This is an optimization exercise on Yosys and OpenROAD, whose aim is small area, not a production implementation. Where RTL was checked, it was by simulation tests only, not by an equivalence proof against the original. No driver is modelled on the clock port, so clock power and skew are understated where the tree is cut down; a real chip needs a root buffer or a tree. Power and IR drop assume default switching activity.

==> flow/design.v (excerpt) <==
module MultTop_seq(input wire clk, input wire reset, input wire m_enable,
                   input wire [7:0] a, input wire [7:0] b,
                   output wire [3:0] an, output wire [7:0] seg);
    reg  [3:0]  mc;
    reg         rv;       
    reg  [7:0]  ar;       
    reg  [15:0] p;        
    wire m_idle = (mc == 4'd0);
    wire m_done = (mc == 4'd9);
    wire m_first = (mc == 4'd1);
    wire [8:0] sum = {1'b0, p[15:8]} + (p[0] ? ar : 8'd0);
    reg  [5:0]  cnt;
    reg  [15:0] cp;       
    reg  [15:0] w;        
    reg         pl;       
    reg  [15:0] ld;       
    wire c_idle = (cnt == 6'd0) | (cnt == 6'd33);
    wire diff = (p != cp);
    wire cp_load = m_idle & rv & diff & (c_idle | (m_enable & (cnt == 6'd32)));
    wire start = c_idle & rv & (m_first | diff);
    wire step = (cnt[5:4] == 2'b01);
    wire first_step = step & (cnt[3:0] == 4'd0);
    wire sbit = cp[~cnt[3:0]];
    wire [15:0] wi = first_step ? 16'd0 : w;
    function [3:0] add3(input [3:0] d);
        add3 = (d >= 4'd5) ? d + 4'd3 : d;
    endfunction
    wire [15:0] wa = {add3(wi[15:12]), add3(wi[11:8]), add3(wi[7:4]), add3(wi[3:0])};
    always @(posedge clk) begin
        if (reset) mc <= 4'd0;
        else if (m_idle) mc <= {3'd0, m_enable};
        else if (m_done) mc <= 4'd0;
        else mc <= mc + 4'd1;
    end
    always @(posedge clk) begin
        if (reset) rv <= 1'b0;
        else if (m_done) rv <= 1'b1;
        else if (m_first) rv <= 1'b0;
        else if (m_idle & m_enable) rv <= rv & diff & (cnt == 6'd32);
    end
  ...
Size in the first run: about 98 flip-flops, roughly 31 I/O pins, ~5300 sq um of cells after synthesis.
make LEC_CHECK=0 CAP_MARGIN=20 CORE_MARGIN=2 CORE_UTILIZATION=40 CTS_BUF_LIST=sky130_fd_sc_hd__clkbuf_8 CTS_CLUSTER_DIAMETER=200 CTS_CLUSTER_SIZE=50 SLEW_MARGIN=20 finish   # period 10.0 ns
run.sh (not shown) runs the stock make flow with config.mk's settings and CLKGATE_MAP_FILE= SYNTH_SCRIPT=/design/flow/synth_recipe.tcl, a recipe that flattens the netlist after the stock synthesis.
Next try:
Settings changed: ABC_AREA set to 1, CTS_BUF_LIST sky130_fd_sc_hd__clkbuf_8 to unset, CTS_CLUSTER_DIAMETER 200 to unset, CTS_CLUSTER_SIZE 50 to unset.
Result:
- The changed run completed without violations
- core utilization increases by 0.76 points
- sequential share of layout area decreases by 0.88 points
- power increases by 13%
- via count increases by 18%
- area after synthesis increases by 1.1%
No run of this note included a check of the RTL's function; only the layout flow was run.

========
JK:
Another version of the RTL of MultTop_seq (not shown whole).
For scale: roughly 350 cells after synthesis, ~90 flip-flops, roughly 31 I/O pins, roughly 4000 sq um of cells after synthesis.
Settings: LEC_CHECK=0, CAP_MARGIN=20, CORE_MARGIN=2, CORE_UTILIZATION=80, PLACE_DENSITY=0.9, SLEW_MARGIN=20; clock period 10.0 ns.
standard.sh (not shown) runs the stock make flow with config.mk's settings and CLKGATE_MAP_FILE= SYNTH_SCRIPT=/design/flow/synth_recipe.tcl, a recipe that flattens the netlist after the stock synthesis.
==> flow/flow/run.sh <==
#!/bin/bash
set -euo pipefail
W=$PWD
{ head -n 1 synth_recipe.tcl; cat flow/abc_override.tcl; tail -n +2 synth_recipe.tcl; } > my_synth.tcl
sed "s#SYNTH_SCRIPT=[^ ]*#SYNTH_SCRIPT=$W/my_synth.tcl#" standard.sh > my_standard.sh
grep -q "SYNTH_SCRIPT=$W/my_synth.tcl" my_standard.sh
export MY_ABC_SCRIPT=$W/flow/area.abc
export BUFFER_PORTS_ARGS="-buffer_cell sky130_fd_sc_hd__buf_1"
export PRE_CTS_TCL=$W/flow/pre_cts.tcl
export MY_NBUF=8
export MY_BUFCELL=sky130_fd_sc_hd__inv_4
export MY_ROOT=sky130_fd_sc_hd__inv_2
bash my_standard.sh > standard.log 2>&1
==> flow/flow/pre_cts.tcl <==
# Clock tree by hand: the clock port drives MY_NBUF clock buffers (a power
# of two), each driving the flip-flops of one region of the placement,
# regions found by recursive bisection at the median.
set nbuf $::env(MY_NBUF)
set bufcell $::env(MY_BUFCELL)
set block [ord::get_db_block]
set db [ord::get_db]
set clk_net [$block findNet clk]
set master [$db findMaster $bufcell]
# the output pin of a buffer or inverter cell
proc out_pin {m} {
  foreach mt [$m getMTerms] {
    if {[$mt getIoType] eq "OUTPUT"} { return [$mt getName] }
  }
}
set items {}
foreach it [$clk_net getITerms] {
  set loc [[$it getInst] getLocation]
  lappend items [list [lindex $loc 0] [lindex $loc 1] $it]
}
proc bisect {items n} {
  if {$n <= 1} { return [list $items] }
  set xs [lsort -integer [lmap e $items {lindex $e 0}]]
  set ys [lsort -integer [lmap e $items {lindex $e 1}]]
  set dx [expr {[lindex $xs end] - [lindex $xs 0]}]
  set dy [expr {[lindex $ys end] - [lindex $ys 0]}]
  set idx [expr {$dx >= $dy ? 0 : 1}]
  set sorted [lsort -integer -index $idx $items]
  set half [expr {[llength $sorted] / 2}]
  set a [lrange $sorted 0 [expr {$half - 1}]]
  set b [lrange $sorted $half end]
  set m [expr {$n / 2}]
  return [concat [bisect $a $m] [bisect $b $m]]
}
set groups [bisect $items $nbuf]
# optional root buffer between the clock port and the leaf buffers
set root_net $clk_net
if {[info exists ::env(MY_ROOT)] && $::env(MY_ROOT) ne ""} {
  set rinst [odb::dbInst_create $block [$db findMaster $::env(MY_ROOT)] "clkbuf_man_root"]
  set root_net [odb::dbNet_create $block "clknet_man_root"]
  $root_net setSigType CLOCK
  [$rinst findITerm A] connect $clk_net
  [$rinst findITerm [out_pin [$db findMaster $::env(MY_ROOT)]]] connect $root_net
  set rx 0; set ry 0
  foreach e $items { set rx [expr {$rx + [lindex $e 0]}]; set ry [expr {$ry + [lindex $e 1]}] }
  $rinst setLocation [expr {$rx / [llength $items]}] [expr {$ry / [llength $items]}]
  $rinst setPlacementStatus PLACED
}
set b 0
foreach grp $groups {
  set inst [odb::dbInst_create $block $master "clkbuf_man_$b"]
  set net [odb::dbNet_create $block "clknet_man_$b"]
  $net setSigType CLOCK
  set sx 0; set sy 0
  foreach e $grp {
    set it [lindex $e 2]
    $it disconnect
    $it connect $net
    set sx [expr {$sx + [lindex $e 0]}]
    set sy [expr {$sy + [lindex $e 1]}]
  }
  set cx [expr {$sx / [llength $grp]}]
  set cy [expr {$sy / [llength $grp]}]
  [$inst findITerm A] connect $root_net
  [$inst findITerm [out_pin $master]] connect $net
  $inst setLocation $cx $cy
  $inst setPlacementStatus PLACED
  puts "manual clock buffer $b: [llength $grp] sinks at $cx $cy"
  incr b
}
detailed_placement
# the tree is complete: make clock_tree_synthesis only propagate the clock
rename clock_tree_synthesis orig_clock_tree_synthesis
proc clock_tree_synthesis {args} {
  puts "clock tree built by hand"
  set_propagated_clock [all_clocks]
}
# the hand-built tree may use inverter pairs; keep them as built
rename repair_clock_inverters orig_repair_clock_inverters
proc repair_clock_inverters {args} {
  puts "clock inverters kept as built"
}
Other scripts of this flow, unchanged in this note and not shown: flow/flow/abc_override.tcl, flow/flow/area.abc
JK: no failed stages, no open violations at the end
What MS does differently from JK at the input level:
- swapping 80 for 70 in CORE_UTILIZATION
- swapping 0.9 for 0.85 in PLACE_DENSITY
diff --git a/flow/flow/run.sh b/flow/flow/run.sh
--- a/flow/flow/run.sh
+++ b/flow/flow/run.sh
@@ -10,4 +10,4 @@
 export MY_NBUF=8
-export MY_BUFCELL=sky130_fd_sc_hd__inv_4
-export MY_ROOT=sky130_fd_sc_hd__inv_2
+export MY_BUFCELL=sky130_fd_sc_hd__clkbuf_4
+export MY_ROOT=sky130_fd_sc_hd__clkbuf_4
 bash my_standard.sh > standard.log 2>&1
## What came out
- Final standard cell count with taps included and fillers excluded went up slightly going from JK to MS.
- First-iteration DRC count: MS lower than JK
- Comparing JK and MS, wire length on met3 is lower on MS.
- The lower share of total power in the clock network came out of JK.
- MS -> JK: initial antenna violation count delta 0, exact match
- JK and MS ended up with nearly the same total power density per cell area.
- MS vs. JK: combinational power share went down by 0.7 points.
- JK → MS: worst vdd rail ir drop now smaller, worst slack at placement now sits higher, design area now sits higher.
Setup changes, MS to AL
- CORE_UTILIZATION: 70 -> 80
- PLACE_DENSITY: 0.85 -> 0.9
diff --git a/flow/flow/run.sh b/flow/flow/run.sh
--- a/flow/flow/run.sh
+++ b/flow/flow/run.sh
@@ -10,4 +10,4 @@
 export MY_NBUF=8
-export MY_BUFCELL=sky130_fd_sc_hd__clkbuf_4
-export MY_ROOT=sky130_fd_sc_hd__clkbuf_4
+export MY_BUFCELL=sky130_fd_sc_hd__inv_4
+export MY_ROOT=sky130_fd_sc_hd__inv_2
 bash my_standard.sh > standard.log 2>&1
### Flow results
AL reached the final stage; the timing, DRC and antenna checks on its layout passed.
Diff MS -> AL: die area now sits lower; initial antenna violation count now sits at about the same level; cell area after layout now sits lower; fraction of the cycle the final worst path needs now sits higher.
Measured against each other, AL and MS differ in post-route core utilization, the lower figure coming from MS.
Of AL and MS, the lower register-to-register slack belongs to AL.
When AL is measured against MS, its share of power burned in registers turns out 0.3 points higher.
The higher clock period minus final worst setup slack came out of AL.
Sequential share of layout area is lower on MS
Total power: AL vs MS — no meaningful difference
### AL -> TR
- CORE_UTILIZATION changed from 80 to 70
- PLACE_DENSITY changed from 0.9 to 0.85
Results
TR finished every stage and its layout cleared the timing, DRC and antenna checks. Between AL and TR, the final non-filler cell area does not differ in any meaningful way. Of TR and AL, the run reporting the lower final cycle utilization of the critical path was TR. Setup slack in TR is larger than in AL.
No run of this note takes its clock network from TritonCTS; it comes from the design's own scripts or RTL.

[port drivers added, routing unchanged]
In the flow no input, the clock included, has a driving cell. The finished layouts below were timed again as built, in two steps.
Step 1, drivers: a clkbuf_16 drives clk and a buf_2 each remaining input, both assumed.
Step 2, shift: input delay + t, output delay - t, t = (earliest + latest rising clock arrival at the registers) / 2. This alone moves slack from input paths to output paths.
Slacks: ideal ports / drivers / drivers and shift; pairs: ideal ports / drivers.
| run | shift t [ns] | setup slack, ns | clock arrival spread, ns | worst data-port slew with drivers (ns) | cell pins on the clock port's net |
|---|---|---|---|---|---|
| the first run of note 1 | 0.402 | 5.285 / 5.253 / 5.655 | 0.009 / 0.008 | 0.03 | 1 |
| the second run of note 1 | 0.387 | 5.532 / 5.492 / 5.878 | 0.009 / 0.009 | 0.03 | 1 |
| JK | 0.364 | 5.543 / 5.542 / 5.542 | 0.010 / 0.010 | 0.04 | 1 |
| MS | 0.457 | 5.758 / 5.758 / 5.758 | 0.015 / 0.014 | 0.03 | 1 |
| AL | 0.364 | 5.543 / 5.542 / 5.542 | 0.010 / 0.010 | 0.04 | 1 |
| TR | 0.373 | 5.743 / 5.743 / 5.743 | 0.016 / 0.016 | 0.03 | 1 |
After both steps setup and hold are still met in every run listed.
